Source: an optimization exercise on an open RTL-to-GDS flow (aim: small area). Production flows keep margins and buffers that such runs may drop.
Where RTL was checked, it was by simulation tests only, not by an equivalence proof against the original.
For runs 2 and 3, only the layout was checked, not whether the RTL still works.
Power and IR drop assume default switching activity.

File: design/flow/design.v
module rst_synch(RST_n, clk, rst_n);
input RST_n, clk;
output reg rst_n;
logic q1;  
always_ff @(negedge clk, negedge RST_n) begin
	if(!RST_n) begin
		q1 <= 1'b0;
		rst_n <= 1'b0;
	end
	else	begin
	    q1 <= 1'b1;
		rst_n <= q1;
	end
end
endmodule
module UART_rx(clk, rst_n, RX, clr_rdy, is_67, is_73, rdy);
input clk, rst_n, RX, clr_rdy;
output reg is_67, is_73;
output reg rdy;
logic start, shft;
logic [3:0] bit_cnt;
logic [11:0] baud_cnt;	 
logic IM_1, IM_2;
logic recieving;
logic state;			 
localparam [7:0] B67 = 8'h67;
localparam [7:0] B73 = 8'h73;
assign shft = (baud_cnt == 12'h1B1);
always_ff @(posedge clk) begin
	IM_1 <= RX;
	IM_2 <= IM_1;
end
wire [2:0] bidx = bit_cnt[2:0] - 3'd1;
wire dbit = (bit_cnt != 0) && (bit_cnt <= 8);
always_ff @(posedge clk) begin
	if (start) begin
		is_67 <= 1'b1;
		is_73 <= 1'b1;
	end else if (shft && dbit) begin
		is_67 <= is_67 & (IM_2 == B67[bidx]);
		is_73 <= is_73 & (IM_2 == B73[bidx]);
	end
end
always_ff @(posedge clk) begin
	if(start)
		baud_cnt <= 12'hE77;
	else if(shft)
		baud_cnt <= 12'h000;
	else if(recieving)
		baud_cnt <= {baud_cnt[10:0], ~(baud_cnt[11] ^ baud_cnt[5] ^ baud_cnt[3] ^ baud_cnt[0])};
end
always_ff @(posedge clk) begin
	if(start)
		bit_cnt <= 0;
	else if(shft)
		bit_cnt <= bit_cnt + 1;
end
assign start = !state & !IM_2;
assign recieving = state;
wire set_rdy = state & (bit_cnt == 10);
always_ff @ (posedge clk, negedge rst_n) begin
	if(!rst_n)
		state <= 1'b0;
	else if (start)
		state <= 1'b1;
	else if (set_rdy)
		state <= 1'b0;
end
always_ff @ (posedge clk, negedge rst_n) begin
	if(!rst_n) 
		rdy <= 1'b0;
	else if(clr_rdy)
		rdy <= 1'b0;
	else if(start)
		rdy <= 1'b0;
	else if(set_rdy)
		rdy <= 1'b1;
end
endmodule
module Auth_blk(clk, rst_n, RX, rider_off, pwr_up);
input clk, rst_n, RX, rider_off;
output reg pwr_up;
logic clr_rx_rdy, rx_rdy;
logic is_67, is_73;
UART_rx iUART(.clk, .rst_n, .RX, .clr_rdy(clr_rx_rdy), .is_67, .is_73, .rdy(rx_rdy));
typedef enum reg[1:0] {OFF,PWR1,PWR2} state_t;
state_t state, nxt_state;
always_ff @ (posedge clk, negedge rst_n) begin
	if(!rst_n)
		state <= OFF;
	else
		state <= nxt_state;
end
always_comb begin
	pwr_up = 0;
	clr_rx_rdy = 0;
	nxt_state = state;
	case(state)
		OFF:begin
			if(rx_rdy) begin
				if(is_67) begin
				    pwr_up = 1;
					nxt_state = PWR1;
				end
				clr_rx_rdy = 1;
			end
		end
		PWR1:begin
			pwr_up = 1;
			if(rx_rdy) begin
				if(is_73) 
					if(rider_off) begin
						nxt_state = OFF;
						pwr_up = 0;
					end
					else begin
						pwr_up = 1;
						nxt_state = PWR2;
					end
				clr_rx_rdy = 1;
			end
		end
		PWR2: begin 
			pwr_up = 1;
			if(rider_off) begin
				pwr_up = 0;
				nxt_state = OFF;
			end
			else if(rx_rdy) begin
				if(is_67) begin
					pwr_up = 1;
					nxt_state = PWR1;
				end
				clr_rx_rdy = 1;
			end
		end
		default: nxt_state = OFF;
	endcase 
end
endmodule
module SPI_mnrch #(parameter RW = 16) (clk, rst_n, MISO, wrt, SS_n, SCLK, done, rd_data, bit_cntr, init);
input clk, rst_n;
input MISO;
input wrt;
output reg SS_n;
output SCLK;
output reg done;
output reg [RW-1:0] rd_data;
output reg [3:0] bit_cntr;
output init;
logic shft, smpl, ld_SCLK, init, done15, set_done, shift_im;
logic [3:0] SCLK_div;
logic MISO_smpl;
typedef enum reg[1:0] {IDLE,FRONT_PORCH, WORKHORSE, BACK_PORCH} state_t;
state_t state, nxt_state;
always_ff @(posedge clk) begin
	if(ld_SCLK)
		SCLK_div <= 4'b1011;
	else
		SCLK_div <= SCLK_div + 1;
end
assign SCLK = SCLK_div[3];
assign smpl = (SCLK_div == 4'b0111);
assign shift_im = (SCLK_div == 4'b1111);
always_ff @(posedge clk) begin
	if(smpl)
		MISO_smpl <= MISO;
end
always_ff @(posedge clk) begin	
	if(shft)
		rd_data <= {rd_data[RW-2:0], MISO_smpl};
end
always_ff @(posedge clk) begin
	if(init)
		bit_cntr <= 4'h0;
	else if(shft)
		bit_cntr <= bit_cntr + 1;
end
assign done15 = &bit_cntr;
always_ff @ (posedge clk, negedge rst_n) begin
	if(!rst_n)
		state <= IDLE;
	else
		state <= nxt_state;
end
always_comb begin
	init = 1'b0;
	ld_SCLK = 1'b0;
	set_done = 1'b0;
	shft = 1'b0;
	nxt_state = state;
	case (state)
		IDLE: begin
		    ld_SCLK = 1'b1;
			if(wrt) begin
				init = 1'b1;
				nxt_state = FRONT_PORCH;
			end	
		end
		FRONT_PORCH: begin 
			if(shift_im)
				nxt_state = WORKHORSE;
		end
		WORKHORSE: begin
			shft = shift_im;
			if(done15) begin
				nxt_state = BACK_PORCH;
			end
		end
		BACK_PORCH: begin
			if(shift_im) begin
			    shft = 1'b1;
				ld_SCLK = 1'b1;
				set_done = 1'b1;
			    nxt_state = IDLE;
			end
		end
	endcase
end
always_ff @ (posedge clk, negedge rst_n) begin
	if(!rst_n)
		SS_n <= 1'b1;
	else if(init)
		SS_n <= 1'b0;
	else if(set_done)
		SS_n <= 1'b1;
end
always_ff @ (posedge clk, negedge rst_n) begin
	if(!rst_n)
		done <= 1'b0;
	else if(init)
		done <= 1'b0;
	else if(set_done)
		done <= 1'b1;
end
endmodule
module inertial_integrator(clk, rst_n, vld, ptch_rt, AZ, ptch, win, step);
input clk, rst_n, vld;
input signed [15:0]ptch_rt;
input signed [15:0]AZ;
output signed [15:0]ptch;
input win;			 
input [5:0] step;	 
localparam [15:0] AZ_K = 16'hFF60;	 
reg signed [26:0]ptch_int;
assign ptch = ptch_int[26:11];
reg sc;				 
reg [8:1] d;		 
reg [2:0] cy;		 
reg ybit;			 
wire lo = (step < 6'd16);
wire az_b = AZ[step[3:0]];
wire k_b = AZ_K[step[3:0]];
wire cur = lo ? (az_b ^ k_b ^ sc) : d[1];
wire [5:0] pidx = step - 6'd13;
wire pb = (step < 6'd13) ? 1'b0 : (step > 6'd28) ? ~ptch[15] : ~ptch[pidx[3:0]];
wire [3:0] col = cur + d[1] + d[2] + d[6] + d[8] + pb + cy;
always_ff @(posedge clk) begin
	if (!win) begin
		sc <= 1'b0;
		d <= 8'h00;
		cy <= 3'b000;
	end else begin
		sc <= (az_b & k_b) | (az_b & sc) | (k_b & sc);
		d <= {d[7:1], cur};
		cy <= col[3:1];
	end
	ybit <= col[0];
end
wire fus_pos = ~ybit;
wire w = ptch_rt[15] & ~|ptch_rt[14:7] & (ptch_rt[6:0] < 7'h50);
wire [26:0] nb = ~{{11{ptch_rt[15]}}, ptch_rt};
wire [26:0] kk = {{10{~fus_pos | w}}, ~fus_pos ^ w, {5{~fus_pos}}, 11'h451};
always @(posedge clk, negedge rst_n)
	if(!rst_n)
		ptch_int <= 0;
	else if(vld)
		ptch_int <= ptch_int + nb + kk;
endmodule
module inert_intf(clk,rst_n,ptch,ptch_rt,vld,SS_n,SCLK,
                  MOSI,MISO,INT,boot);
  parameter fast_sim = 1;
  input clk, rst_n;
  input MISO;
  input INT;
  input boot;				 
  output signed [15:0] ptch;
  output signed [15:0] ptch_rt;
  output reg vld;
  output SS_n,SCLK,MOSI;
  reg [9:0] timer;			 
  reg [7:0] AZl;
  reg [7:0] ptch_rt_h,ptch_rt_l;
  reg INT_ff1,INT_ff2;
  reg [2:0] cmd_id;			 
  logic wrt;
  logic clr_tmr;
  logic capture_ptchl,capture_ptchh;
  logic capture_AZl;
  wire done, init;
  wire [7:0] inert_data;
  wire [3:0] bit_cntr;
  wire signed [15:0] AZ;
  typedef enum reg [3:0] {INIT1,INIT2,INIT3,INIT4,WAIT,PTCHL,PTCHH,
                          AZL,AZH} state_t;
  state_t state,nxt_state;
  SPI_mnrch #(8) iSPI(.clk(clk),.rst_n(rst_n),.SS_n(SS_n),.SCLK(SCLK),
                  .MISO(MISO),.wrt(wrt),.done(done),
				  .rd_data(inert_data),.bit_cntr(bit_cntr),.init(init));
  logic [15:0] cmd;
  always_comb
    case (cmd_id)
      3'd0: cmd = 16'h0D02;
      3'd1: cmd = 16'h1053;
      3'd2: cmd = 16'h1150;
      3'd3: cmd = 16'h1460;
      3'd4: cmd = 16'hA200;
      3'd5: cmd = 16'hA300;
      3'd6: cmd = 16'hAC00;
      default: cmd = 16'hAD00;
    endcase
  assign MOSI = cmd[~bit_cntr];
  always_ff @(posedge clk)
    if (init)
      cmd_id <= state[2:0];
  wire win = (state == AZH) && (&timer[9:6]);
  inertial_integrator iINT(.clk(clk), .rst_n(rst_n), .vld(vld),
                           .ptch_rt(ptch_rt), .AZ(AZ), .ptch(ptch),
                           .win(win), .step(timer[5:0]));
  always_ff @(posedge clk) begin
	  INT_ff1 <= INT;
	  INT_ff2 <= INT_ff1;
	end
  always_ff @(posedge clk,negedge rst_n)
    if (!rst_n)
	  state <= INIT1;
	else
	  state <= nxt_state;
  always_ff @(posedge clk, negedge rst_n)
    if (!rst_n)
	   timer <= 0;
	 else if (clr_tmr)
	   timer <= 0;
	 else
	   timer <= timer + 1;
  always_comb begin
    clr_tmr = 0;
    wrt = 0;
	capture_ptchl = 0;
	capture_ptchh = 0;
	capture_AZl = 0;
	vld = 0;
	nxt_state = INIT1;
	 case (state)
	   INIT1 : begin
		  if (boot) begin
		    wrt = 1;
		    nxt_state = INIT2;
		  end
	   end
	   INIT2 : begin
		  if (&timer) begin
		    wrt = 1;
		    nxt_state = INIT3;
		  end else
		    nxt_state = INIT2;
	   end
	   INIT3 : begin
		  if (&timer) begin
		    wrt = 1;
		    nxt_state = INIT4;
		  end else
		    nxt_state = INIT3;
	   end
	   INIT4 : begin
		  if (&timer) begin
		    wrt = 1;
		    nxt_state = WAIT;
		  end else 
		    nxt_state = INIT4;
	   end
	   WAIT : begin
	     if (INT_ff2) begin
		    wrt = 1;
		    clr_tmr = 1;
		    nxt_state = PTCHL;
		  end else
		    nxt_state = WAIT;
	   end
	   PTCHL : begin
		  capture_ptchl = done;
		  if (&timer) begin
		    wrt = 1;
		    nxt_state = PTCHH;
		  end else
		    nxt_state = PTCHL;
      end
	   PTCHH : begin
		  capture_ptchh = done;
		  if (&timer) begin
		    wrt = 1;
		    nxt_state = AZL;
		  end else
		    nxt_state = PTCHH;
      end
	   AZL : begin
		  capture_AZl = done;
		  if (&timer) begin
		    wrt = 1;
		    nxt_state = AZH;
		  end else
		    nxt_state = AZL;
      end
	   AZH : begin
		  if (&timer) begin
		    vld = 1;
		    nxt_state = WAIT;
		  end else
		    nxt_state = AZH;
      end
	   default : begin
	  	  clr_tmr = 1;
	     nxt_state = INIT1;
	   end
	 endcase
  end
  always_ff @(posedge clk, negedge rst_n)
    if (!rst_n)
	  ptch_rt_l <= 8'h00;
    else if (capture_ptchl)
	  ptch_rt_l <= inert_data;
  always_ff @(posedge clk, negedge rst_n)
    if (!rst_n)
	  ptch_rt_h <= 8'h00;
    else if (capture_ptchh)
	  ptch_rt_h <= inert_data;
  always_ff @(posedge clk)
    if (capture_AZl)
	  AZl <= inert_data;
  assign AZ = {inert_data,AZl};
  assign ptch_rt = {ptch_rt_h,ptch_rt_l};
endmodule
module PID(clk, rst_n, vld, pwr_up, rider_off, ptch, ptch_rt, PID_cntrl, ss_tmr);
	parameter fast_sim = 1;
	input clk, rst_n, vld, pwr_up, rider_off;
	input logic signed [15:0]ptch, ptch_rt;
	output logic signed [11:0]PID_cntrl;
	output [7:0]ss_tmr;
	logic signed [9:0] ptch_err_sat;
	localparam P_COEFF = 5'h0C; 
	logic signed [14:0] P_term;
	logic signed [14:0]I_term;
	reg signed [17:0] integrator;
	wire signed [17:0]ptch_err_sat_sext;
	wire signed [17:0]I_mux1_mux2;
	wire signed[17:0]ptch_err_sat_sext_sum;
	wire I_overflow;
	logic signed [12:0]D_term_temp;
	logic signed [12:0]D_term;
	logic signed [15:0] P_term_sext, I_term_sext, D_term_sext, PID_sum;
	reg [11:0] ss_pre;
	reg [7:0] ss_cnt;
	wire pre_wrap = (ss_pre == 12'h23F);
	always_ff @(posedge clk)begin
		if(!pwr_up) begin
			ss_cnt <= 8'h00;
			ss_pre <= 12'h000;
		end else if(!(&ss_cnt)) begin
			ss_pre <= pre_wrap ? 12'h000 : {ss_pre[10:0], ~(ss_pre[11] ^ ss_pre[5] ^ ss_pre[3] ^ ss_pre[0])};
			if (pre_wrap)
				ss_cnt <= ss_cnt + 1'b1;
		end
	end
	assign ss_tmr = ss_cnt;
	assign ptch_err_sat = (~ptch[15] && (|ptch[14:9]))?10'h1ff:
								(ptch[15] && !(&ptch[14:9]))? 10'h200:
								{ptch[15], ptch[8:0]};
	assign P_term = ptch_err_sat * $signed(P_COEFF);
	assign ptch_err_sat_sext = {{8{ptch_err_sat[9]}},ptch_err_sat};
	assign ptch_err_sat_sext_sum = ptch_err_sat_sext + integrator;
	assign I_overflow = (ptch_err_sat_sext[17] == integrator[17] && ptch_err_sat_sext_sum[17] != integrator[17])? 1:0;
	always_ff @(posedge clk)begin
		if(rider_off)
			integrator <= 0;
		else if(vld && !I_overflow)
			integrator <= ptch_err_sat_sext_sum;
	end
	generate if(fast_sim)begin
		assign I_term = (~integrator[17] && (|integrator[17:15]))? 15'h3fff:
						(integrator[17] && ~&integrator[17:15])? 15'h4000:
						integrator[15:1];
	end
	else begin
		assign I_term = {{3{integrator[17]}}, integrator[17:6]};
	end
	endgenerate
	assign D_term_temp = {{3{ptch_rt[15]}} ,ptch_rt[15:6]};
	assign D_term = ~D_term_temp;
	assign P_term_sext = {P_term[14],P_term};
	assign I_term_sext = {I_term[14],I_term};
	assign D_term_sext = {{3{D_term[12]}},D_term};
	assign PID_sum = P_term_sext + I_term_sext + D_term_sext;
	always_ff @(posedge clk)
		PID_cntrl <= (~PID_sum[15] && (|PID_sum[14:11]))? 12'h7ff:
							(PID_sum[15] && !(&PID_sum[14:11]))? 12'h800:
							{PID_sum[15],PID_sum[10:0]};
endmodule
module SegwayMath(clk, PID_cntrl, ss_tmr, steer_pot, en_steer, pwr_up, lft_mag, lft_sgn, rght_mag, rght_sgn, too_fast);
input clk;
input signed [11:0] PID_cntrl;
input [7:0] ss_tmr;
input [11:0] steer_pot;
input en_steer, pwr_up;
output [10:0] lft_mag, rght_mag;
output lft_sgn, rght_sgn;
output reg too_fast;
logic signed [19:0] prod_cntrl_ss;
logic signed [11:0] PID_ss;
logic [11:0] steer_pot_limited;
logic [11:0] m;
logic signed [7:0] q;
logic signed [9:0] steer_pot_scaled;
logic signed [12:0] lft_torque, rght_torque;
logic lft_fast, rght_fast;
assign prod_cntrl_ss = PID_cntrl * $signed({1'b0,ss_tmr});
assign PID_ss = prod_cntrl_ss[19:8];
assign steer_pot_limited = (steer_pot < 12'h200) ? 12'h200 :
                           (steer_pot > 12'hE00) ? 12'hE00 :
                           steer_pot;
assign m = steer_pot_limited + 12'd1;
assign q = {~m[11], m[10:4]};
assign steer_pot_scaled = {q[7], q, 1'b0} + {{2{q[7]}}, q} + m[3];
wire signed [9:0] sp = en_steer ? steer_pot_scaled : 10'sd0;
assign lft_torque = PID_ss + sp;
assign rght_torque = PID_ss - sp;
shape iSL(.t(lft_torque), .pwr_up(pwr_up), .mag(lft_mag), .sgn(lft_sgn), .fast(lft_fast));
shape iSR(.t(rght_torque), .pwr_up(pwr_up), .mag(rght_mag), .sgn(rght_sgn), .fast(rght_fast));
always_ff @(posedge clk)
	too_fast <= lft_fast | rght_fast;
endmodule
module shape(input signed [12:0] t, input pwr_up, output [10:0] mag, output sgn, output fast);
	wire neg = t[12];
	wire [11:0] u = t[11:0] ^ {12{neg}};
	wire big = (u[11:6] != 6'd0) | (u[5:0] > (neg ? 6'd59 : 6'd60));
	wire [5:0] hi = u[11:6] + 6'd15;
	wire [10:0] mbig = (u[11:6] >= 6'd17) ? 11'h7FF : {hi[4:0], u[5:0]};
	wire [10:0] msmall = {u[6:0], {4{neg}}};
	assign mag = !pwr_up ? 11'h000 : big ? mbig : msmall;
	assign sgn = pwr_up & neg;
	assign fast = pwr_up & ~neg & (u > 12'd832);
endmodule
module balance_cntrl(clk,rst_n,vld,ptch,ptch_rt,pwr_up,rider_off,steer_pot,en_steer,lft_mag,lft_sgn,rght_mag,rght_sgn,too_fast);
parameter fast_sim = 1'b1;
input clk,rst_n;   
input vld;   
input [15:0] ptch;   
input [15:0] ptch_rt;   
input pwr_up;   
input rider_off;   
input [11:0] steer_pot;   
input en_steer;  
output [10:0] lft_mag, rght_mag;   
output lft_sgn, rght_sgn;   
output too_fast;   
logic [11:0] PID_cntrl;
logic [7:0] ss_tmr;
PID #(fast_sim) iPID(.clk(clk),.rst_n(rst_n),.vld(vld),.ptch(ptch),.ptch_rt(ptch_rt), .pwr_up(pwr_up),
					.rider_off(rider_off),.PID_cntrl(PID_cntrl), .ss_tmr(ss_tmr));
SegwayMath iSegwayMath(.clk(clk), .PID_cntrl(PID_cntrl), .ss_tmr(ss_tmr),.steer_pot(steer_pot), .en_steer(en_steer), 
						.pwr_up(pwr_up), .lft_mag, .lft_sgn, .rght_mag, .rght_sgn, .too_fast(too_fast));
endmodule
module steer_en_SM(clk,rst_n,tmr_full,sum_gt_min,sum_lt_min,diff_gt_1_4,
                   diff_gt_15_16,clr_tmr,en_steer,rider_off,steer_st);
 input clk;				 
  input rst_n;				 
  input tmr_full;			 
  input sum_gt_min;			 
  input sum_lt_min;			 
  input diff_gt_1_4;		 
  input diff_gt_15_16;		 
  output logic clr_tmr;		 
  output logic en_steer;	 
  output logic rider_off;	 
  output logic steer_st;	 
  typedef enum reg[1:0] {IDLE, RIDER_ON, STEER_ENABLED} state_t;
	state_t state, nxt_state;
	assign steer_st = (state == STEER_ENABLED);
  always_ff @(posedge clk, negedge rst_n) begin  
		if(!rst_n)
			state <= IDLE;
		else
			state <= nxt_state;
	end
  always_comb begin  
	nxt_state = state;
	clr_tmr = 1'b0;
	en_steer = 1'b0;
	rider_off = 1'b1;
	case(state)
		IDLE: begin 
				if(sum_gt_min) begin  
					rider_off = 1'b0;
					nxt_state = RIDER_ON;
					clr_tmr = 1'b1;
				end
			end	
		RIDER_ON: begin 
					if(sum_lt_min) begin  
						nxt_state = IDLE;
					end
					else if(~diff_gt_1_4 && tmr_full) begin 
						nxt_state = STEER_ENABLED;
						rider_off = 1'b0;
						en_steer = 1'b1;
						clr_tmr = 1'b1;
					end
					else if(~diff_gt_1_4) begin
						rider_off = 1'b0;
					end
					else if(tmr_full) begin
						rider_off = 1'b0;
						clr_tmr = 1'b1;
					end
					else begin  
						clr_tmr = 1'b0;
						rider_off = 1'b0;
					end
				end	
		STEER_ENABLED: begin
				if(sum_lt_min) begin  
					nxt_state = IDLE;
				end
				else if(diff_gt_15_16) begin
					nxt_state = RIDER_ON;
					clr_tmr = 1'b1;
					rider_off = 1'b0;
				end
				else begin  
					en_steer = 1'b1;
					rider_off = 1'b0;
				end
			end
		endcase
	end
endmodule
module steer_en(clk, rst_n, lft_ld, rght_ld, en_steer, rider_off);
	parameter fast_sim = 1;
	input clk, rst_n;
	input [11:0] lft_ld, rght_ld;
	output en_steer, rider_off;
	localparam MIN_RIDER_WT = 12'h200;
	localparam WT_HYSTERESIS = 8'h40;
	logic [12:0]sum;
	logic [11:0]diff;
	logic [11:0]sum_15_16;
	logic [11:0]thr;
	logic clr, full, steer_st, diff_gt;
	logic sum_lt_min, sum_gt_min;
	reg [15:0]tmr;		 
	assign sum = lft_ld + rght_ld;
	assign diff = lft_ld - rght_ld;
	assign sum_lt_min = (sum < MIN_RIDER_WT - WT_HYSTERESIS);
	assign sum_gt_min = (sum > MIN_RIDER_WT + WT_HYSTERESIS);
	wire [3:0] g = sum[3:1] + sum[3:2] + sum[3];
	assign sum_15_16 = {sum[11:4], g} - {3'b000, sum[12:4]};
	assign thr = steer_st ? sum_15_16 : {1'b0, sum[12:2]};
	wire neg = diff[11];
	wire [11:0] x = diff ^ {12{neg}};
	wire [12:0] cmp = {1'b0, x} + {1'b0, ~thr} + neg;
	assign diff_gt = cmp[12];
	always @(posedge clk)
		if(clr)
			tmr <= '0;
		else
			tmr <= {tmr[14:0], ~(tmr[15] ^ tmr[14] ^ tmr[12] ^ tmr[3])};
	assign full = (tmr == 16'hD577);
	steer_en_SM SM(.clk, .rst_n, .clr_tmr(clr), .tmr_full(full), .sum_gt_min, .sum_lt_min,
	               .diff_gt_1_4(diff_gt), .diff_gt_15_16(diff_gt), .rider_off, .en_steer, .steer_st);
endmodule
module PWM11(clk, rst_n, cnt, duty, en, PWM_sig);
input clk, rst_n;
input [10:0] cnt;
input [10:0] duty;
input en;			 
output reg PWM_sig;
always_ff @(posedge clk)
	PWM_sig <= en & (cnt < duty);
endmodule
module mtr_drv(clk,rst_n,lft_mag_in,lft_sgn_in,rght_mag_in,rght_sgn_in,OVR_I_lft,OVR_I_rght,PWM1_lft,
               PWM2_lft,PWM1_rght,PWM2_rght);
  input clk,rst_n;
  input [10:0] lft_mag_in, rght_mag_in;
  input lft_sgn_in, rght_sgn_in;
  input OVR_I_lft, OVR_I_rght;
  output PWM1_lft, PWM2_lft, PWM1_rght, PWM2_rght;
  reg [10:0] cnt;
  reg [10:0] lft_mag, rght_mag;
  reg lft_sgn, rght_sgn, lft_sgn_nxt, rght_sgn_nxt;
  reg spd_vld;
  reg OVR_I_ff1,OVR_I_ff2,OVR_I_ff3;
  reg OVR_I_shtdwn;
  reg [6:0] OVR_I_cnt;
  reg [3:0] PWM_cycle_cnt;
  reg OVR_I_inc_blank_n;
  wire PWM_lft,PWM_rght;
  wire PWM_synch, pre_synch;
  wire OVR_I_rise;
  wire OVR_I_blank_n;
  always_ff @(posedge clk, negedge rst_n)
    if(!rst_n) 
      cnt <= 11'h000;
    else 
      cnt <= cnt + 1;
  assign PWM_synch = &cnt;
  assign pre_synch = (cnt == 11'h7FE);
  assign OVR_I_blank_n = |cnt[10:8];
  always_ff @(posedge clk, negedge rst_n)
    if (!rst_n)
      spd_vld <= 1'b0;
    else if (pre_synch)
      spd_vld <= 1'b1;
  always_ff @(posedge clk)
    if (pre_synch) begin
	   lft_mag <= lft_mag_in;
	   rght_mag <= rght_mag_in;
      lft_sgn_nxt <= lft_sgn_in;
      rght_sgn_nxt <= rght_sgn_in;
    end
  always_ff @(posedge clk)
    if (PWM_synch) begin
	   lft_sgn <= lft_sgn_nxt;
	   rght_sgn <= rght_sgn_nxt;
	 end
  PWM11 iPWM_lft(.clk(clk), .rst_n(rst_n), .cnt(cnt), .duty(lft_mag), .en(spd_vld), .PWM_sig(PWM_lft)); 
  PWM11 iPWM_rght(.clk(clk), .rst_n(rst_n), .cnt(cnt), .duty(rght_mag), .en(spd_vld), .PWM_sig(PWM_rght));
  always_ff @(posedge clk, negedge rst_n)
    if (!rst_n) begin
	  OVR_I_ff1 <= 1'b0;
	  OVR_I_ff2 <= 1'b0;
	  OVR_I_ff3 <= 1'b0;
	end else begin
	  OVR_I_ff1 <= OVR_I_blank_n & (OVR_I_lft | OVR_I_rght);
	  OVR_I_ff2 <= OVR_I_ff1;
	  OVR_I_ff3 <= OVR_I_ff2;
	end
  assign OVR_I_rise = OVR_I_ff2 & ~OVR_I_ff3;
  always_ff @(posedge clk, negedge rst_n)
    if (!rst_n)
      OVR_I_cnt <= 7'h00;
    else if (OVR_I_rise & OVR_I_inc_blank_n)
      OVR_I_cnt <= OVR_I_cnt + 1;
    else if ((&PWM_cycle_cnt) & PWM_synch & (|OVR_I_cnt))
	  OVR_I_cnt <= OVR_I_cnt - 1;
  always_ff @(posedge clk)
    if (PWM_synch)
	  OVR_I_inc_blank_n <= 1'b1;
	else if (OVR_I_rise)
	  OVR_I_inc_blank_n <= 1'b0;
  always_ff @(posedge clk, negedge rst_n)
    if (!rst_n)
	  PWM_cycle_cnt <= 4'h0;
	else if (PWM_synch)
	  PWM_cycle_cnt <= PWM_cycle_cnt + 1;
  always_ff @(posedge clk, negedge rst_n)
    if (!rst_n)
	  OVR_I_shtdwn <= 1'b0;
	else if (&OVR_I_cnt)
	  OVR_I_shtdwn <= 1'b1;
  wire off = OVR_I_ff2 | ~OVR_I_inc_blank_n | OVR_I_shtdwn;
  assign PWM1_lft = ~off & ~lft_sgn & PWM_lft;
  assign PWM2_lft = ~off & lft_sgn & PWM_lft;
  assign PWM1_rght = ~off & ~rght_sgn & PWM_rght;
  assign PWM2_rght = ~off & rght_sgn & PWM_rght;
endmodule
module A2D_intf(input clk, rst_n, MISO, nxt, 
				output reg[11:0] lft_ld, rght_ld, steer_pot,
				output reg batt11,
				output SS_n, SCLK, MOSI);
logic wrt, done, update, init;
logic [11:0] rd_data;
logic [3:0] bit_cntr;
logic[1:0] counter;
SPI_mnrch #(12) iSPI(.clk, .rst_n, .MISO, .wrt, .SCLK, .SS_n, .done, .rd_data, .bit_cntr, .init);
always_ff @(posedge clk, negedge rst_n) begin
	if(!rst_n) lft_ld <= 12'h000;
	else if(counter == 0 && update) lft_ld <= rd_data;
end
always_ff @(posedge clk, negedge rst_n) begin
	if(!rst_n) rght_ld <= 12'h000;
	else if(counter == 1 && update) rght_ld <= rd_data;
end
always_ff @(posedge clk, negedge rst_n) begin
	if(!rst_n) steer_pot <= 12'h000;
	else if(counter == 2 && update) steer_pot <= rd_data;
end
always_ff @(posedge clk, negedge rst_n) begin
	if(!rst_n) batt11 <= 1'b0;
	else if(counter == 3 && update) batt11 <= rd_data[11];
end
always_ff @(posedge clk, negedge rst_n) begin
	if(!rst_n) counter <= 0;
	else if(update) counter <= counter + 1;
end
assign MOSI = (bit_cntr == 4'd2) ? (counter != 0) :
              (bit_cntr == 4'd3) ? (counter == 3) :
              (bit_cntr == 4'd4) ? (counter == 2) : 1'b0;
typedef enum reg[1:0] {IDLE, WRITE, READ, WAIT} state_t;
state_t state, nxt_state;
always_ff @(posedge clk, negedge rst_n) begin
	if(!rst_n) state <= IDLE;
	else state <= nxt_state;
end
always_comb begin
	wrt = 0;
	update = 0;
	nxt_state = state;
	case(state)
		IDLE: begin
			if(nxt) begin
				nxt_state = WRITE;
				wrt = 1;
			end
		end
		WRITE: begin
			if(done) begin
				nxt_state = WAIT;
			end
		end
		WAIT: begin
			wrt = 1;
			nxt_state = READ;
		end
		READ: begin
			if(done) begin
				update = 1;
				nxt_state = IDLE;
			end
		end
	endcase
end
endmodule
module piezo_drv(input clk, input rst_n, input en_steer, input too_fast, input batt_low, output piezo, output piezo_n, output boot);
parameter fast_sim = 1'b1;
logic [18:0] note_tmr;		 
logic [8:0] freq_tmr;		 
logic [21:0] repeat_tmr;	 
logic note_tmr_full, repeat_full, rst_note_dur;
logic freq_full;
logic [8:0] half;
typedef enum reg[2:0] {IDLE, NOTE1, NOTE2, NOTE3, NOTE4, NOTE5, NOTE6} state_nm;
state_nm state, nxt_state;
wire [21:0] repeat_nxt = {repeat_tmr[20:0], ~(repeat_tmr[21] ^ repeat_tmr[20])};
assign repeat_full = (repeat_tmr == 22'h38C82B);
assign boot = (repeat_tmr == 22'h3878F7);
always_ff @(posedge clk, negedge rst_n) begin
	if(!rst_n)
		repeat_tmr <= '0;
	else if(repeat_full)
		repeat_tmr <= '0; 
	else
		repeat_tmr <= repeat_nxt;
end
always_ff @(posedge clk) begin
	if(rst_note_dur | note_tmr_full)
		note_tmr <= '0;
	else
		note_tmr <= note_tmr + 1'b1;
end
always_ff @(posedge clk) begin
	if (freq_full || rst_note_dur)
		freq_tmr <= '0;
	else
		freq_tmr <= freq_tmr + 1'b1;	
end
assign piezo = (freq_tmr >= half);
assign piezo_n = ~piezo;
always_ff @(posedge clk, negedge rst_n) begin
	if(!rst_n) 
		state <= IDLE;
	else
		state <= nxt_state;
end
always_comb begin
	nxt_state = state;
	rst_note_dur = 1'b0;
	freq_full = (freq_tmr >= 9'd297);
	half = 9'd149;
	note_tmr_full = note_tmr[17];
	case(state)
		IDLE: begin
			if(too_fast)
				nxt_state = NOTE1;
			else if(repeat_full) begin
				if(batt_low)
					nxt_state = NOTE6;
				else if(en_steer)
					nxt_state = NOTE1;
			end
			rst_note_dur = 1'b1;
		end
		NOTE1: begin
			freq_full = (freq_tmr >= 9'd499);
			half = 9'd250;
			if(note_tmr_full) begin
				if(too_fast)
					nxt_state = NOTE2;
				else if(batt_low)
					nxt_state = IDLE;
				else if(en_steer)
					nxt_state = NOTE2;
				else 
					nxt_state = IDLE;
			end
		end
		NOTE2: begin
			freq_full = (freq_tmr >= 9'd374);
			half = 9'd187;
			if(note_tmr_full) begin
				if(too_fast)
					nxt_state = NOTE3;
				else if(batt_low)
					nxt_state = NOTE1;
				else if(en_steer)
					nxt_state = NOTE3;
				else 
					nxt_state = IDLE;
			end
		end
		NOTE3: begin
			if(note_tmr_full) begin
				if(too_fast)
					nxt_state = NOTE1;
				else if(batt_low)
					nxt_state = NOTE2;
				else if(en_steer)
					nxt_state = NOTE4;
				else 
					nxt_state = IDLE;
			end
		end
		NOTE4: begin
			freq_full = (freq_tmr >= 9'd250);
			half = 9'd125;
			note_tmr_full = note_tmr[17] & note_tmr[16];
			if(note_tmr_full) begin
				if(batt_low)
					nxt_state = NOTE3;
				else if(en_steer)
					nxt_state = NOTE5;
				else 
					nxt_state = IDLE;
			end
		end
		NOTE5: begin
			note_tmr_full = note_tmr[16];
			if(note_tmr_full) begin
				if(batt_low)
					nxt_state = NOTE4;
				else if(en_steer)
					nxt_state = NOTE6;
				else 
					nxt_state = IDLE;
			end
		end
		NOTE6: begin
			freq_full = (freq_tmr >= 9'd250);
			half = 9'd125;
			note_tmr_full = note_tmr[18];
			if(note_tmr_full) begin
				if(batt_low)
					nxt_state = NOTE5;
				else
					nxt_state = IDLE;
			end
		end
		default: ;
	endcase
end
endmodule
module Segway(clk,RST_n,INERT_SS_n,INERT_MOSI,INERT_SCLK,
              INERT_MISO,INERT_INT,A2D_SS_n,A2D_MOSI,A2D_SCLK,
			  A2D_MISO,PWM1_lft,PWM2_lft,PWM1_rght,PWM2_rght,
			  OVR_I_lft,OVR_I_rght,piezo_n,piezo,RX);
  input clk,RST_n;
  input INERT_MISO;						 
  input A2D_MISO;						 
  input INERT_INT;						 
  input OVR_I_lft,OVR_I_rght;			 
  input RX;								 
  output A2D_SS_n, INERT_SS_n;			 
  output A2D_MOSI, INERT_MOSI;			 
  output A2D_SCLK, INERT_SCLK;			 
  output PWM1_lft, PWM2_lft;  			 
  output PWM1_rght,PWM2_rght;			 
  output piezo_n,piezo;					 
  logic rst_n;							 
  logic vld;								 
  logic [15:0] ptch;						 
  logic [15:0] ptch_rt;
  logic [10:0] lft_mag, rght_mag;		 
  logic lft_sgn, rght_sgn;				 
  logic lft_rev, rght_rev;				 
  logic [11:0] lft_ld, rght_ld;		 
  logic batt11;							 
  logic [11:0] steer_pot;
  logic norm_mode;						 
  logic en_steer;						 
  logic rider_off;						 
  logic batt_low;
  logic too_fast;
  logic boot;							 
  logic pwr_up;							 
  localparam BATT_THRES = 12'h800;
  localparam fast_sim = 1;
  Auth_blk iAuth(.clk(clk),.rst_n(rst_n),.RX(RX),.rider_off(rider_off),.pwr_up(pwr_up));
  inert_intf #(fast_sim) iNEMO(.clk(clk),.rst_n(rst_n),.ptch(ptch),.ptch_rt(ptch_rt),
                   .vld(vld),.SS_n(INERT_SS_n),.SCLK(INERT_SCLK),
				   .MOSI(INERT_MOSI),.MISO(INERT_MISO),
				   .INT(INERT_INT),.boot(boot));
  balance_cntrl #(fast_sim) iBAL(.clk(clk),.rst_n(rst_n),.vld(vld),.ptch(ptch),
                     .ptch_rt(ptch_rt),.pwr_up(pwr_up),.rider_off(rider_off),
					 .steer_pot(steer_pot),.en_steer(en_steer),.lft_mag(lft_mag),.lft_sgn(lft_sgn),
					 .rght_mag(rght_mag),.rght_sgn(rght_sgn),.too_fast(too_fast));
  steer_en #(fast_sim) iSTR(.clk(clk),.rst_n(rst_n),.lft_ld(lft_ld),
                            .rght_ld(rght_ld),
							.en_steer(en_steer),.rider_off(rider_off));
  mtr_drv iDRV(.clk(clk),.rst_n(rst_n),.lft_mag_in(lft_mag),.lft_sgn_in(lft_sgn),
               .rght_mag_in(rght_mag),.rght_sgn_in(rght_sgn),.PWM1_lft(PWM1_lft),.PWM2_lft(PWM2_lft),
			   .PWM1_rght(PWM1_rght),.PWM2_rght(PWM2_rght),
			   .OVR_I_lft(OVR_I_lft),.OVR_I_rght(OVR_I_rght));
  A2D_intf iA2D(.clk(clk),.rst_n(rst_n),.nxt(vld),.lft_ld(lft_ld),.rght_ld(rght_ld),
                .batt11(batt11),.steer_pot(steer_pot),.SS_n(A2D_SS_n),.SCLK(A2D_SCLK),
				.MOSI(A2D_MOSI),.MISO(A2D_MISO));
  assign batt_low = ~batt11;		 
  piezo_drv #(fast_sim) iBUZZ(.clk(clk),.rst_n(rst_n),.en_steer(en_steer),.too_fast(too_fast),
              .batt_low(batt_low),.piezo(piezo),.piezo_n(piezo_n),.boot(boot));
  rst_synch iRST(.clk(clk),.RST_n(RST_n),.rst_n(rst_n));
endmodule
File: design/flow/flow/run.sh
#!/bin/bash
set -euo pipefail
export FLOW_FLOW_DIR=$(cd "$(dirname "${BASH_SOURCE[0]}")" && pwd)
CTS_SIZE=${CTS_SIZE:-18}
CTS_DIAM=${CTS_DIAM:-70}
{ cat "$FLOW_FLOW_DIR/abc_override.tcl"; cat synth_recipe.tcl; } > my_synth.tcl
bash standard.sh SYNTH_SCRIPT=$PWD/my_synth.tcl \
  "SYNTH_OPERATIONS_ARGS=-booth -extra-map $FLOW_FLOW_DIR/lcu_ripple.v" \
  ADDER_MAP_FILE= \
  "CTS_ARGS=-sink_clustering_enable -repair_clock_nets -sink_clustering_size $CTS_SIZE -sink_clustering_max_diameter $CTS_DIAM -buf_list sky130_fd_sc_hd__clkbuf_8 -dont_use_dummy_load" \
  finish > flow.log 2>&1
File: design/flow/flow/abc_override.tcl
# Map with an area-oriented ABC script instead of the flow's default one.
# Only the combinational mapping changes; the registers are mapped before.
proc abc {args} {
  set i [lsearch -exact $args -script]
  if { $i >= 0 } {
    set args [lreplace $args [expr {$i + 1}] [expr {$i + 1}] $::env(FLOW_FLOW_DIR)/area.abc]
  }
  yosys abc {*}$args
}
File: design/flow/flow/area.abc
strash
dc2
dch -f
amap
strash
dc2
dch -f
amap
topo
File: design/flow/flow/lcu_ripple.v
(* techmap_celltype = "$lcu" *)
module _80_lcu_ripple (P, G, CI, CO);
	parameter WIDTH = 2;
	(* force_downto *)
	input [WIDTH-1:0] P, G;
	input CI;
	(* force_downto *)
	output [WIDTH-1:0] CO;
	genvar i;
	generate for (i = 0; i < WIDTH; i = i + 1) begin : g
		if (i == 0)
			assign CO[i] = G[i] | (P[i] & CI);
		else
			assign CO[i] = G[i] | (P[i] & CO[i-1]);
	end endgenerate
endmodule
File: design/flow/standard.sh
#!/bin/bash
# synth_recipe.tcl (not shown) runs the flow's synth.tcl, then flattens the netlist and writes it again
# the make line also repeats each setting of config.mk as NAME=value (left out here)
make -C /OpenROAD-flow-scripts/flow DESIGN_CONFIG=/design/flow/config.mk WORK_HOME=/design/flow/orfs CLKGATE_MAP_FILE= SYNTH_SCRIPT=/design/flow/synth_recipe.tcl "${@:-finish}"
File: design/flow/config.mk
export PLATFORM = sky130hd
export DESIGN_NAME = Segway
export DESIGN_NICKNAME = Segway
export VERILOG_FILES = /design/flow/design.v
export SDC_FILE = /design/flow/constraint.sdc
export NUM_CORES = 4
export LEC_CHECK = 0
export ABC_AREA = 1
export CAP_MARGIN = 20
export CORE_MARGIN = 2
export CORE_UTILIZATION = 40
export SLEW_MARGIN = 20
File: design/flow/constraint.sdc
create_clock -name core_clock -period 12.0 [get_ports {clk}]
set_input_delay 2.4000 -clock core_clock [delete_from_list [all_inputs] [get_ports {clk}]]
set_output_delay 2.4000 -clock core_clock [all_outputs]
set_load 0.01 [all_outputs]
==> flow_metrics.py, run 1 <==
metrics = {
    "layout": {
        "fin_util_pct": 44.0,
        "fin_nets": 3075,
        "drive_gt1_share_pct": 2.90,
        "antenna_cells": 0,
        "area_growth_pct": 8.14,
    },
    "yosys": {
        "synth_area_per_cell_um2": 7.33,
        "ys_async_sr_fraction_pct": 44.4,
        "ys_types": 62,
        "ys_warn_count": 15,
        "synth_edf_count": 59,
        "ys_dominant_reg_cell": "dfrtp_1",
        "yosys.area.top_type_share_pct": 18.5,
        "syn_area_um2": 22000,
        "synth_cells": 2998,
        "syn_nets": 3006,
        "synthTopCellsByArea": "dfrtp_1 18%, dfxtp_1 14%, nor2_1 9.0%",
        "yosysTopAreaCell": "dfrtp_1",
        "synth-seq-cells": 374,
        "ys_seq_area_share_pct": 40.6,
    },
    "grt": {
        "grt.total_usage_pct": 18.6,
        "grt_pass1_wl_mm": 90.5,
        "first_global_vias": 19300,
        "grt-ovfl-total": 0,
        "antenna_found_initial": 0,
        "grt_start_max_net_pins": 165,
    },
    "floorplan": {
        "die_h_um": 238,
        "num_rows": 85,
        "initial_core_util_pct": 40.7,
        "core_um2": 54000,
        "die_w_um": 238,
        "io_pins": 20,
        "die_area_um2": 56800,
    },
    "sta": {
        "maxSlewHeadroom_pct": 27.7,
        "finalClockSkew_ns": 0.0958,
        "finalCriticalPeriod_ns": 10.62,
        "max_freq_ghz": 0.0941,
        "slew_viol_final": 0,
        "max_slew.worst_pin.slew_ns": 1.08,
        "setup_viol": 0,
        "finalCritPeriodShare_pct": 88.5,
        "hold_viol_final": 0,
    },
    "hold_path": {
        "hold_path_class": "register to register",
    },
    "setup_path": {
        "path_class": "register to register",
        "critPathMaxFanout": 13,
        "critical_path_arrival_ns": 11.03,
        "worstPathRequired_ns": 12.40,
        "slowest_stage": "or4_1",
        "cp-end-kind": "register",
        "cpPeakStageDelay_ns": 0.50,
        "crit_path_frequent_cell": "o21ai_0",
        "startpoint_type": "register",
        "r2r_slack_ns": 1.38,
    },
    "cts": {
        "cts_sinks": 374,
        "clk_pin_slew_ns": 0.11,
        "root_buffer": "clkbuf_8",
        "h-tree-depth": 1,
        "cts_buffer_depth": 3,
        "clock_latency_ns": 0.66,
        "cts_tree": "yes",
        "cts_hold_buf": 0,
        "cts_buffers": 29,
    },
    "routing": {
        "routed_wirelength_mm": 53.1,
        "drt_iter0_markers": 1354,
        "vias_per_cell": 5.57,
        "drc_errors": 0,
        "wl_per_cell_um": 14.1,
        "via_count": 20900,
        "first_pass_iters": 6,
        "ant_nets": 0,
    },
    "power_and_ir_drop": {
        "power.density_nw_per_um2": 88.1,
        "vdd_drop_max_uv": 86.4,
        "finalPower_mw": 2.09,
        "p_leak_nw": 8.51,
    },
    "place": {
        "dp_hpwl_mm": 39.5,
        "portBuffers": 19,
        "routabilityCongestion": 0.885,
    },
    "run_status": {
        "status": "timing/DRC/antenna clean",
    },
    "job": {
        "cap_violations": 0,
    },
}
synth_stat cells, types with 50 or more instances:
master and number:
dfxtp_1 149, o21ai_0 335, dfrtp_1 162, nor2_1 529
o22ai_1 188, clkinv_1 378, edfxtp_1 59, a21oi_1 242
nor3_1 95, o21a_1 99, nand2_1 333, a22oi_1 50
critical path: cells and delay by family (launching register included):
| family | cells | cell delay, ns |
|---|---|---|
| AO/OA/AOI/OAI | 39 | 5.70 |
| buffers and inverters | 10 | 1.57 |
| flip-flops | 1 | 0.38 |
| AND/OR/NAND/NOR | 22 | 2.74 |
flip-flops by register name (all words and copies together) (netlist names), 9 cells and up:
| signal | count |
|---|---|
| iA2D.iSPI.rd_data | 12 |
| iBAL.iPID.PID_cntrl | 12 |
| iNEMO.timer | 10 |
| iBUZZ.repeat_tmr | 22 |
| iAuth.iUART.baud_cnt | 12 |
| iDRV.cnt | 11 |
| iBAL.iPID.integrator | 18 |
| iA2D.lft_ld | 12 |
| iDRV.lft_mag | 11 |
| iDRV.rght_mag | 11 |
| iBUZZ.note_tmr | 19 |
| iBAL.iPID.ss_pre | 12 |
| iBUZZ.freq_tmr | 9 |
| iSTR.tmr | 16 |
| iA2D.steer_pot | 12 |
| iNEMO.iINT.ptch_int | 27 |
| iA2D.rght_ld | 12 |
placed cells by master, fill, tap and decap left out, types with 14 or more instances in the layout:
cell and n:
nor2_1 524, clkinv_1 374, o21ai_0 333, nand2_1 332
a21oi_1 236, o22ai_1 186, dfrtp_1 162, dfxtp_1 149
o21a_1 99, nor3_1 91, edfxtp_1 59, a22oi_1 49
nor2b_1 32, buf_4 30, clkbuf_8 29, a211oi_1 26
a221oi_1 25, o32ai_1 23, and2_0 22, nor4_1 21
nand3_1 20, a21o_1 19, clkdlybuf4s50_1 19, a31oi_1 14
and3_1 14
metal layers:
layer / GRT usage (%) / vias up / part of all wire [%]
met5: 0 / - / 0
met4: 3.79 / 0 / 2.0
met3: 1.75 / 72 / 3.5
met2: 31.7 / 381 / 46
met1: 25.6 / 9589 / 48
li1: - / 10900 / -
final timing paths:
check,from,to,cells after the start
setup / recovery,iA2D.lft_ld[1]$_DFFE_PN0P_,iBAL.iSegwayMath.too_fast$_DFF_P_,71
hold / removal,iRST.q1$_DFF_NN0_,iRST.rst_n$_DFF_NN0_,0
setup reg to reg,iA2D.lft_ld[1]$_DFFE_PN0P_,iBAL.iSegwayMath.too_fast$_DFF_P_,71
hold reg to reg,iRST.q1$_DFF_NN0_,iRST.rst_n$_DFF_NN0_,0
max in group asynchronous,RST_n,iRST.rst_n$_DFF_NN0_,1
min in group asynchronous,iRST.rst_n$_DFF_NN0_,iAuth.iUART.state$_DFFE_PN0P_,1
area by class of cell:
| class | count | area, um^2 |
|---|---|---|
| clock buffer | 29 | 399 |
| multi-input combinational | 2234 | 11700 |
| tap | 696 | 871 |
| sequential | 374 | 8910 |
| inverter | 378 | 1430 |
| timing repair buffer | 50 | 435 |
| fill | 5446 | 30300 |
what timing repair did:
action                     CTS  global route
buffers inserted             0             7
resized for setup            0            28
setup endpoints to repair    0            23
through the flow:
stage	instance area (um^2)	setup TNS (ns)	instances	hold slack, ns	setup WS (ns)
final	23800	0	3761	0.315	1.38
after global routing	23800	-0.364	3761	0.322	-0.0634
after CTS	23600	0	3754	0.319	0.135
after detailed placement	23200	0	3725	0.310	0.207
after global placement	23200	0	3725	0.299	0.823
after floorplan	22000	0	2998	0.292	0.959
cells by family after synthesis:
family          after synthesis  share of synthesized area, %
simple gates               1117                          21.4
compound gates             1115                          31.3
buf+inv                     390                          6.66
flops                       374                          40.6
xor+xnor                      1                        0.0399
other cells                   1                        0.0171
power breakdown:
part	internal, mW	switching (mW)
Sequential	1.31	0.0301
Combinational	0.0469	0.0938
Clock	0.215	0.396
Total	1.57	0.520
==> run 2, diff against run 1 <==
--- a/design/flow/design.v
+++ b/design/flow/design.v
@@ -255,10 +255,10 @@
 wire [5:0] pidx = step - 6'd13;
 wire pb = (step < 6'd13) ? 1'b0 : (step > 6'd28) ? ~ptch[15] : ~ptch[pidx[3:0]];
-wire [3:0] col = cur + d[1] + d[2] + d[6] + d[8] + pb + cy;
+wire [3:0] col = !cur + d[3] + d[6] + d[8] + pb + cy;
 always_ff @(posedge clk) begin
 	if (!win) begin
 		sc <= 1'b0;
 		d <= 8'h00;
-		cy <= 3'b000;
+		cy <= 3'b001;
 	end else begin
 		sc <= (az_b & k_b) | (az_b & sc) | (k_b & sc);
@@ -448,6 +448,4 @@
 	output [7:0]ss_tmr;
 	logic signed [9:0] ptch_err_sat;
-	localparam P_COEFF = 5'h0C; 
-	logic signed [14:0] P_term;
 	logic signed [14:0]I_term;
 	reg signed [17:0] integrator;
@@ -458,5 +456,5 @@
 	logic signed [12:0]D_term_temp;
 	logic signed [12:0]D_term;
-	logic signed [15:0] P_term_sext, I_term_sext, D_term_sext, PID_sum;
+	logic signed [15:0] I_term_sext, D_term_sext, PID_sum;
 	reg [11:0] ss_pre;
 	reg [7:0] ss_cnt;
@@ -476,5 +474,4 @@
 								(ptch[15] && !(&ptch[14:9]))? 10'h200:
 								{ptch[15], ptch[8:0]};
-	assign P_term = ptch_err_sat * $signed(P_COEFF);
 	assign ptch_err_sat_sext = {{8{ptch_err_sat[9]}},ptch_err_sat};
 	assign ptch_err_sat_sext_sum = ptch_err_sat_sext + integrator;
@@ -497,8 +494,7 @@
 	assign D_term_temp = {{3{ptch_rt[15]}} ,ptch_rt[15:6]};
 	assign D_term = ~D_term_temp;
-	assign P_term_sext = {P_term[14],P_term};
 	assign I_term_sext = {I_term[14],I_term};
 	assign D_term_sext = {{3{D_term[12]}},D_term};
-	assign PID_sum = P_term_sext + I_term_sext + D_term_sext;
+	assign PID_sum = {{6{ptch_err_sat[9]}}, ptch_err_sat} * 16'sd12 + I_term_sext + D_term_sext;
 	always_ff @(posedge clk)
 		PID_cntrl <= (~PID_sum[15] && (|PID_sum[14:11]))? 12'h7ff:
==> run 2 against run 1 <==
Cell count rose by 0.98%. Critical path type unchanged. Clock-buffer cell count is 5 higher. Via count down 0.31%. First-iteration DRC count increased by 5.0%.
==> flow_metrics.py, run 2 <==
metrics = {
    "routing": {
        "ant_nets": 0,
        "routed_wirelength_mm": 52.8,
        "drt_iter0_markers": 1422,
        "vias_per_cell": 5.50,
        "wl_per_cell_um": 13.9,
        "first_pass_iters": 8,
        "via_count": 20900,
        "drc_errors": 0,
    },
    "hold_path": {
        "hp-start": "iRST.q1$_DFF_NN0_",
        "hold_path_class": "register to register",
        "min_to": "iRST.rst_n$_DFF_NN0_",
        "min_path_cells": 0,
    },
    "cts": {
        "cts_buffer_depth": 3,
        "h-tree-depth": 2,
        "clk_pin_slew_ns": 0.06,
        "cts_sinks": 374,
        "cts_buffers": 34,
        "cts_tree": "yes",
        "clock_latency_ns": 0.63,
        "root_buffer": "clkbuf_8",
        "cts_hold_buf": 0,
    },
    "yosys": {
        "ys_async_sr_fraction_pct": 44.4,
        "ys_warn_count": 15,
        "syn_area_um2": 22000,
        "yosys-top-cells-count": "536 x nor2_1, 398 x clkinv_1, 367 x nand2_1",
        "yosys.area.top_type_share_pct": 18.4,
        "yosysTopAreaCell": "dfrtp_1",
        "synth_cells": 3028,
        "synthTopCellsByArea": "dfrtp_1 18%, dfxtp_1 14%, nor2_1 9.1%",
        "yosysMostFrequentCell": "nor2_1",
        "ys_seq_area_share_pct": 40.5,
        "ys_types": 59,
        "ys_dominant_reg_cell": "dfrtp_1",
        "syn_nets": 3036,
        "synth-seq-cells": 374,
        "synth_edf_count": 59,
        "synth_area_per_cell_um2": 7.27,
    },
    "setup_path": {
        "timing.rr.start": "iA2D.rght_ld[1]$_DFFE_PN0P_",
        "r2r_cells": 70,
        "timing.rr.end": "iDRV.rght_mag[4]$_SDFFCE_PN0N_",
        "cp-end-kind": "register",
        "cp_top_family": "simple AND/OR/NAND/NOR gates",
        "startpoint": "iA2D.rght_ld[1]$_DFFE_PN0P_",
        "worstPathRequired_ns": 12.33,
        "slowest_stage": "or3_1",
        "path_buf_inv": 8,
        "startpoint_type": "register",
        "critical_path_arrival_ns": 11.12,
        "critPathMaxFanout": 17,
        "r2r_slack_ns": 1.21,
        "path_class": "register to register",
        "cpPeakStageDelay_ns": 0.45,
        "crit_path_frequent_cell": "nand2_1",
    },
    "run_status": {
        "status": "timing/DRC/antenna clean",
    },
    "sta": {
        "hold_viol_final": 0,
        "setup_viol": 0,
        "finalCritPeriodShare_pct": 89.9,
        "fin_ws_ns": 1.21,
        "maxSlewHeadroom_pct": 31.0,
        "finalCriticalPeriod_ns": 10.79,
        "rsz0062_at_grt": "true",
        "slew_viol_final": 0,
        "tns_ns": 0,
        "max_freq_ghz": 0.0927,
        "finalClockSkew_ns": 0.0766,
        "max_slew.worst_pin.slew_ns": 1.03,
    },
    "grt": {
        "grt.total_usage_pct": 18.4,
        "grt_pass1_wl_mm": 89.2,
        "first_global_vias": 19100,
        "met3_usage_pct": 2.51,
        "grt.met1_usage_pct": 24.8,
        "grt_busiest_layer": "met2",
        "antenna_found_initial": 1,
        "grt_start_max_net_pins": 165,
        "grt-ovfl-total": 0,
        "grtUsageMet2_pct": 30.5,
    },
    "layout": {
        "layout_common_cells": "533 x nor2_1, 395 x clkinv_1, 367 x nand2_1, 348 x o21ai_0, 209 x a21oi_1",
        "drive_gt1_share_pct": 2.55,
        "area_growth_pct": 8.19,
        "largest_reg_flops": 27,
        "final_common_cell": "nor2_1",
        "top_regs": "iNEMO.iINT.ptch_int (27), iBUZZ.repeat_tmr (22), iBUZZ.note_tmr (19)",
        "fin_nets": 3103,
        "regMostFlops": "iNEMO.iINT.ptch_int",
    },
    "power_and_ir_drop": {
        "power.internal_mw": 1.62,
        "pwr-share-comb_pct": 7.1,
        "p_leak_nw": 8.75,
        "power.density_nw_per_um2": 90.9,
        "finalPower_mw": 2.17,
        "p_seq_share_pct": 61.9,
        "vdd_drop_max_uv": 88.9,
        "p_switching_mw": 0.546,
        "p_sw_share_pct": 25.2,
        "clkPwrFrac_pct": 31.1,
    },
    "place": {
        "place_ws_ns": 0.157,
        "portBuffers": 19,
        "routabilityCongestion": 0.877,
        "dp_hpwl_mm": 38.6,
    },
    "floorplan": {
        "num_rows": 86,
        "initial_core_util_pct": 40.2,
        "io_pins": 20,
        "core_um2": 54800,
        "die_h_um": 239,
        "die_w_um": 239,
        "die_area_um2": 56900,
    },
    "job": {
        "cap_violations": 0,
    },
}
run 2: cells by family (layout without fill, tap and decap cells):
family                 after synthesis  in the layout  synth area share [%]
AO/OA/AOI/OAI                     1103           1103                  30.9
XOR/XNOR                             1              1                0.0398
buffers and inverters              410            475                  6.99
flip-flops                         374            374                  40.5
other                                1              2                0.0170
AND/OR/NAND/NOR                   1139           1139                  21.6
run 2: what timing repair did:
item,4_1_cts,5_1_grt
setup buffers,0,2
endpoints found under the setup margin,0,23
hold endpoints to repair,0,0
resized for setup,0,27
run 2: per-layer routing:
metal  wire (um)  share of wire (%)  vias to the layer above
met3        2170                4.1                       75
li1            -                  -                    10900
met1       25600                 49                     9465
met5           0                  0                        -
met2       23900                 45                      409
met4        1160                2.2                        0
run 2: worst max path at each step:
stage | endpoint | depth (start not counted)
floorplan | iA2D.batt11$_DFFE_PN0P_ | 0
global placement | iDRV.lft_mag[9]$_SDFFCE_PN0N_ | 72
detailed placement | iDRV.lft_mag[9]$_SDFFCE_PN0N_ | 72
CTS | iDRV.lft_mag[9]$_SDFFCE_PN0N_ | 72
global route | iDRV.rght_mag[4]$_SDFFCE_PN0N_ | 65
finish | iDRV.rght_mag[4]$_SDFFCE_PN0N_ | 70
run 2: power groups by stage:
stage	registers [mW]	clock network, mW	logic (mW)
after floorplan	1.37	0	0.103
after global placement	1.36	0	0.151
after detailed placement	1.37	0	0.156
after CTS	1.34	0.715	0.157
after global routing	1.35	0.750	0.178
final	1.34	0.672	0.153
run 2: final cells by class:
type / instances / area (um^2)
fill: 5456 / 30900
multi-input combinational: 2244 / 11700
sequential: 374 / 8910
inverter: 398 / 1500
tap: 704 / 881
clock buffer: 34 / 468
timing repair buffer: 43 / 387
antenna: 1 / 2.50
run 2: stage by stage:
stage	instance area [um^2]	util, %	cells	hold WS [ns]
after floorplan	22000	-	3028	0.292
after global placement	23200	42.4	3761	0.293
after detailed placement	23200	42.4	3761	0.303
after CTS	23700	43.3	3795	0.303
after global routing	23800	43.5	3798	0.307
final	23800	43.5	3798	0.298
==> run 3, diff against run 2 <==
--- a/design/flow/design.v
+++ b/design/flow/design.v
@@ -502,9 +502,9 @@
 							{PID_sum[15],PID_sum[10:0]};
 endmodule
-module SegwayMath(clk, PID_cntrl, ss_tmr, steer_pot, en_steer, pwr_up, lft_mag, lft_sgn, rght_mag, rght_sgn, too_fast);
+module SegwayMath(clk, PID_cntrl, ss_tmr, steer_sc, en_steer, pwr_up, lft_mag, lft_sgn, rght_mag, rght_sgn, too_fast);
 input clk;
 input signed [11:0] PID_cntrl;
 input [7:0] ss_tmr;
-input [11:0] steer_pot;
+input signed [9:0] steer_sc;	 
 input en_steer, pwr_up;
 output [10:0] lft_mag, rght_mag;
@@ -513,19 +513,9 @@
 logic signed [19:0] prod_cntrl_ss;
 logic signed [11:0] PID_ss;
-logic [11:0] steer_pot_limited;
-logic [11:0] m;
-logic signed [7:0] q;
-logic signed [9:0] steer_pot_scaled;
 logic signed [12:0] lft_torque, rght_torque;
 logic lft_fast, rght_fast;
 assign prod_cntrl_ss = PID_cntrl * $signed({1'b0,ss_tmr});
 assign PID_ss = prod_cntrl_ss[19:8];
-assign steer_pot_limited = (steer_pot < 12'h200) ? 12'h200 :
-                           (steer_pot > 12'hE00) ? 12'hE00 :
-                           steer_pot;
-assign m = steer_pot_limited + 12'd1;
-assign q = {~m[11], m[10:4]};
-assign steer_pot_scaled = {q[7], q, 1'b0} + {{2{q[7]}}, q} + m[3];
-wire signed [9:0] sp = en_steer ? steer_pot_scaled : 10'sd0;
+wire signed [9:0] sp = en_steer ? steer_sc : 10'sd0;
 assign lft_torque = PID_ss + sp;
 assign rght_torque = PID_ss - sp;
@@ -546,5 +536,5 @@
 	assign fast = pwr_up & ~neg & (u > 12'd832);
 endmodule
-module balance_cntrl(clk,rst_n,vld,ptch,ptch_rt,pwr_up,rider_off,steer_pot,en_steer,lft_mag,lft_sgn,rght_mag,rght_sgn,too_fast);
+module balance_cntrl(clk,rst_n,vld,ptch,ptch_rt,pwr_up,rider_off,steer_sc,en_steer,lft_mag,lft_sgn,rght_mag,rght_sgn,too_fast);
 parameter fast_sim = 1'b1;
 input clk,rst_n;   
@@ -554,5 +544,5 @@
 input pwr_up;   
 input rider_off;   
-input [11:0] steer_pot;   
+input signed [9:0] steer_sc;   
 input en_steer;  
 output [10:0] lft_mag, rght_mag;   
@@ -563,5 +553,5 @@
 PID #(fast_sim) iPID(.clk(clk),.rst_n(rst_n),.vld(vld),.ptch(ptch),.ptch_rt(ptch_rt), .pwr_up(pwr_up),
 					.rider_off(rider_off),.PID_cntrl(PID_cntrl), .ss_tmr(ss_tmr));
-SegwayMath iSegwayMath(.clk(clk), .PID_cntrl(PID_cntrl), .ss_tmr(ss_tmr),.steer_pot(steer_pot), .en_steer(en_steer), 
+SegwayMath iSegwayMath(.clk(clk), .PID_cntrl(PID_cntrl), .ss_tmr(ss_tmr),.steer_sc(steer_sc), .en_steer(en_steer), 
 						.pwr_up(pwr_up), .lft_mag, .lft_sgn, .rght_mag, .rght_sgn, .too_fast(too_fast));
 endmodule
@@ -770,5 +760,6 @@
 endmodule
 module A2D_intf(input clk, rst_n, MISO, nxt, 
-				output reg[11:0] lft_ld, rght_ld, steer_pot,
+				output reg[11:0] lft_ld, rght_ld,
+				output reg signed [9:0] steer_sc,
 				output reg batt11,
 				output SS_n, SCLK, MOSI);
@@ -777,4 +768,13 @@
 logic [3:0] bit_cntr;
 logic[1:0] counter;
+logic [11:0] steer_pot_limited, m;
+logic signed [7:0] q;
+logic signed [9:0] steer_scaled;
+assign steer_pot_limited = (rd_data < 12'h200) ? 12'h200 :
+                           (rd_data > 12'hE00) ? 12'hE00 :
+                           rd_data;
+assign m = steer_pot_limited + 12'd1;
+assign q = {~m[11], m[10:4]};
+assign steer_scaled = {q[7], q, 1'b0} + {{2{q[7]}}, q} + m[3];
 SPI_mnrch #(12) iSPI(.clk, .rst_n, .MISO, .wrt, .SCLK, .SS_n, .done, .rd_data, .bit_cntr, .init);
 always_ff @(posedge clk, negedge rst_n) begin
@@ -787,6 +787,6 @@
 end
 always_ff @(posedge clk, negedge rst_n) begin
-	if(!rst_n) steer_pot <= 12'h000;
-	else if(counter == 2 && update) steer_pot <= rd_data;
+	if(!rst_n) steer_sc <= -10'sd288;		 
+	else if(counter == 2 && update) steer_sc <= steer_scaled;
 end
 always_ff @(posedge clk, negedge rst_n) begin
@@ -999,5 +999,5 @@
   logic [11:0] lft_ld, rght_ld;		 
   logic batt11;							 
-  logic [11:0] steer_pot;
+  logic signed [9:0] steer_sc;			 
   logic norm_mode;						 
   logic en_steer;						 
@@ -1016,5 +1016,5 @@
   balance_cntrl #(fast_sim) iBAL(.clk(clk),.rst_n(rst_n),.vld(vld),.ptch(ptch),
                      .ptch_rt(ptch_rt),.pwr_up(pwr_up),.rider_off(rider_off),
-					 .steer_pot(steer_pot),.en_steer(en_steer),.lft_mag(lft_mag),.lft_sgn(lft_sgn),
+					 .steer_sc(steer_sc),.en_steer(en_steer),.lft_mag(lft_mag),.lft_sgn(lft_sgn),
 					 .rght_mag(rght_mag),.rght_sgn(rght_sgn),.too_fast(too_fast));
   steer_en #(fast_sim) iSTR(.clk(clk),.rst_n(rst_n),.lft_ld(lft_ld),
@@ -1026,5 +1026,5 @@
 			   .OVR_I_lft(OVR_I_lft),.OVR_I_rght(OVR_I_rght));
   A2D_intf iA2D(.clk(clk),.rst_n(rst_n),.nxt(vld),.lft_ld(lft_ld),.rght_ld(rght_ld),
-                .batt11(batt11),.steer_pot(steer_pot),.SS_n(A2D_SS_n),.SCLK(A2D_SCLK),
+                .batt11(batt11),.steer_sc(steer_sc),.SS_n(A2D_SS_n),.SCLK(A2D_SCLK),
 				.MOSI(A2D_MOSI),.MISO(A2D_MISO));
   assign batt_low = ~batt11;		 
--- a/design/flow/config.mk
+++ b/design/flow/config.mk
@@ -9,4 +9,4 @@
 export CAP_MARGIN = 20
 export CORE_MARGIN = 2
-export CORE_UTILIZATION = 40
+export CORE_UTILIZATION = 55
 export SLEW_MARGIN = 20
==> run 3 against run 2 <==
Largest cell class unchanged. Cell area is 1.5% lower. Power is 7.8% lower. Critical path depth is 1 higher. Combinational power is 41% lower. Register-to-register slack better by 0.11 ns. Clock skew is 0.033 ns higher. Worst setup slack better by 0.11 ns. Cell count is 5.9% lower. Sequential share of layout area is 0.39 points higher.
==> flow_metrics.py, run 3 <==
metrics = {
    "run_status": {
        "status": "timing/DRC/antenna clean",
    },
    "setup_path": {
        "startpoint_type": "register",
        "path_class": "register to register",
        "cp-end-kind": "register",
        "cp_top_family": "compound AO/OA/AOI/OAI gates",
        "crit_path_frequent_cell": "nand2_1",
        "timing.rr.end": "iDRV.lft_mag[0]$_SDFFCE_PN0N_",
        "slowest_stage": "o21ai_0",
        "path_buf_inv": 6,
        "startpoint": "iA2D.rght_ld[1]$_DFFE_PN0P_",
        "r2r_cells": 71,
        "critPathMaxFanout": 15,
    },
    "routing": {
        "drc_errors": 0,
        "drt_iter0_markers": 1366,
        "via_count": 20800,
        "first_pass_iters": 6,
        "vias_per_cell": 5.81,
        "wl_per_cell_um": 14.2,
    },
    "layout": {
        "area_growth_pct": 7.38,
        "drive_gt1_share_pct": 3.02,
        "multiInputGateArea_um2": 11700,
        "largest_reg_flops": 27,
        "layout_common_cells": "513 x nor2_1, 357 x o21ai_0, 354 x clkinv_1, 343 x nand2_1, 219 x a21oi_1",
    },
    "yosys": {
        "ys_async_sr_fraction_pct": 44.1,
        "synth-compound-area-share_pct": 32.2,
        "yosysTopAreaCell": "dfrtp_1",
        "syn_area_um2": 21800,
        "yosys-top-cells-count": "517 x nor2_1, 362 x o21ai_0, 360 x clkinv_1",
        "yosys.area_share.simple_pct": 20.8,
        "synth-seq-cells": 372,
        "synth_edf_count": 59,
        "synth_top_family_by_area": "compound AO/OA/AOI/OAI gates",
        "ys_seq_area_share_pct": 40.6,
    },
    "sta": {
        "finalClockSkew_ns": 0.109,
        "max_freq_ghz": 0.0937,
    },
    "place": {
        "dp_hpwl_mm": 37.6,
        "dp_cells": 3534,
    },
    "cts": {
        "cts_tree": "yes",
        "clock_latency_ns": 0.65,
        "cts_buffers": 28,
        "clk_pin_slew_ns": 0.10,
    },
    "floorplan": {
        "io_pins": 20,
        "die_h_um": 203,
        "initial_core_util_pct": 55.4,
    },
    "grt": {
        "grt.total_usage_pct": 24.6,
        "first_global_vias": 18800,
    },
    "power_and_ir_drop": {
        "power.density_nw_per_um2": 85.1,
        "p_leak_nw": 8.69,
    },
    "job": {
        "cap_violations": 0,
    },
}
==> run 3: cell types whose count changed in the layout (fill, tap and decap cells not counted), sizes merged, moves of 10 or more <==
cell,change
clkinv,-41
a21o,+24
nand2,-24
nor2,-19
o32ai,-18
buf,+14
a31oi,+11
o221ai,+10
==> run 3: how the worst min path moves through the flow <==
stage / endpoint / slack, ns / cells after the start
detailed placement: iRST.rst_n$_DFF_NN0_ / 0.30 / 0
global placement: iRST.rst_n$_DFF_NN0_ / 0.30 / 0
floorplan: iRST.rst_n$_DFF_NN0_ / 0.29 / 0
CTS: iRST.rst_n$_DFF_NN0_ / 0.30 / 0
global route: iRST.rst_n$_DFF_NN0_ / 0.30 / 0
finish: iRST.rst_n$_DFF_NN0_ / 0.30 / 0
==> run 3: report_power, final <==
part,switching (mW),leakage (nW),internal [mW],total (mW)
Clock,0.384,0.201,0.208,0.591
Combinational,0.0554,4.68,0.0346,0.0900
Sequential,0.0176,3.81,1.30,1.31
Total,0.457,8.69,1.54,2.00
==> run 3: layer usage <==
| layer | track usage (%) | up-vias | part of all wire [%] |
|---|---|---|---|
| li1 | - | 10900 | - |
| met1 | 33.4 | 9418 | 48 |
| met2 | 42.1 | 392 | 46 |
| met3 | 2.38 | 76 | 3.4 |
| met4 | 6.57 | 0 | 2.6 |
| met5 | 0 | - | 0 |
==> run 3: area by class of cell <==
class | instances | area share [%]
Multi-Input combinational cell | 2233 | 49.7
Sequential cell | 372 | 37.8
Inverter | 360 | 5.82
Tap cell | 525 | 2.80
Timing Repair Buffer | 57 | 2.20
Clock buffer | 28 | 1.64
==> run 3: cell families after synthesis <==
kind of cell,Yosys count
compound gates,1144
simple gates,1088
flops,372
buf+inv,372
other cells,1
==> run 3: repair_timing <==
item / in CTS / in global routing
gates cloned: 0 / 0
resized for setup: 2 / 24
setup buffers: 0 / 11
hold endpoints to repair: 0 / 0
hold buffers: 0 / 0
setup endpoints to repair: 5 / 23
==> run 3: through the flow <==
step	util (%)	setup TNS, ns	total power, mW	worst slack (ns)	area [um^2]
after detailed placement	57.9	-0.195	1.43	-0.0599	22900
after CTS	58.9	0	2.02	0.134	23200
after global routing	59.5	-0.145	2.08	-0.0896	23500
after global placement	57.9	0	1.42	0.554	22900
final	59.5	0	2.00	1.32	23500
after floorplan	-	0	1.40	0.781	21800
==> run 3: worst register-to-register path, delay by kind of cell (launching register included) <==
family | cells | cell delay [ns]
AOI/OAI and AO/OA | 33 | 4.97
buffers and inverters | 6 | 1.34
DFF | 1 | 0.43
and+or+nand+nor | 32 | 3.63
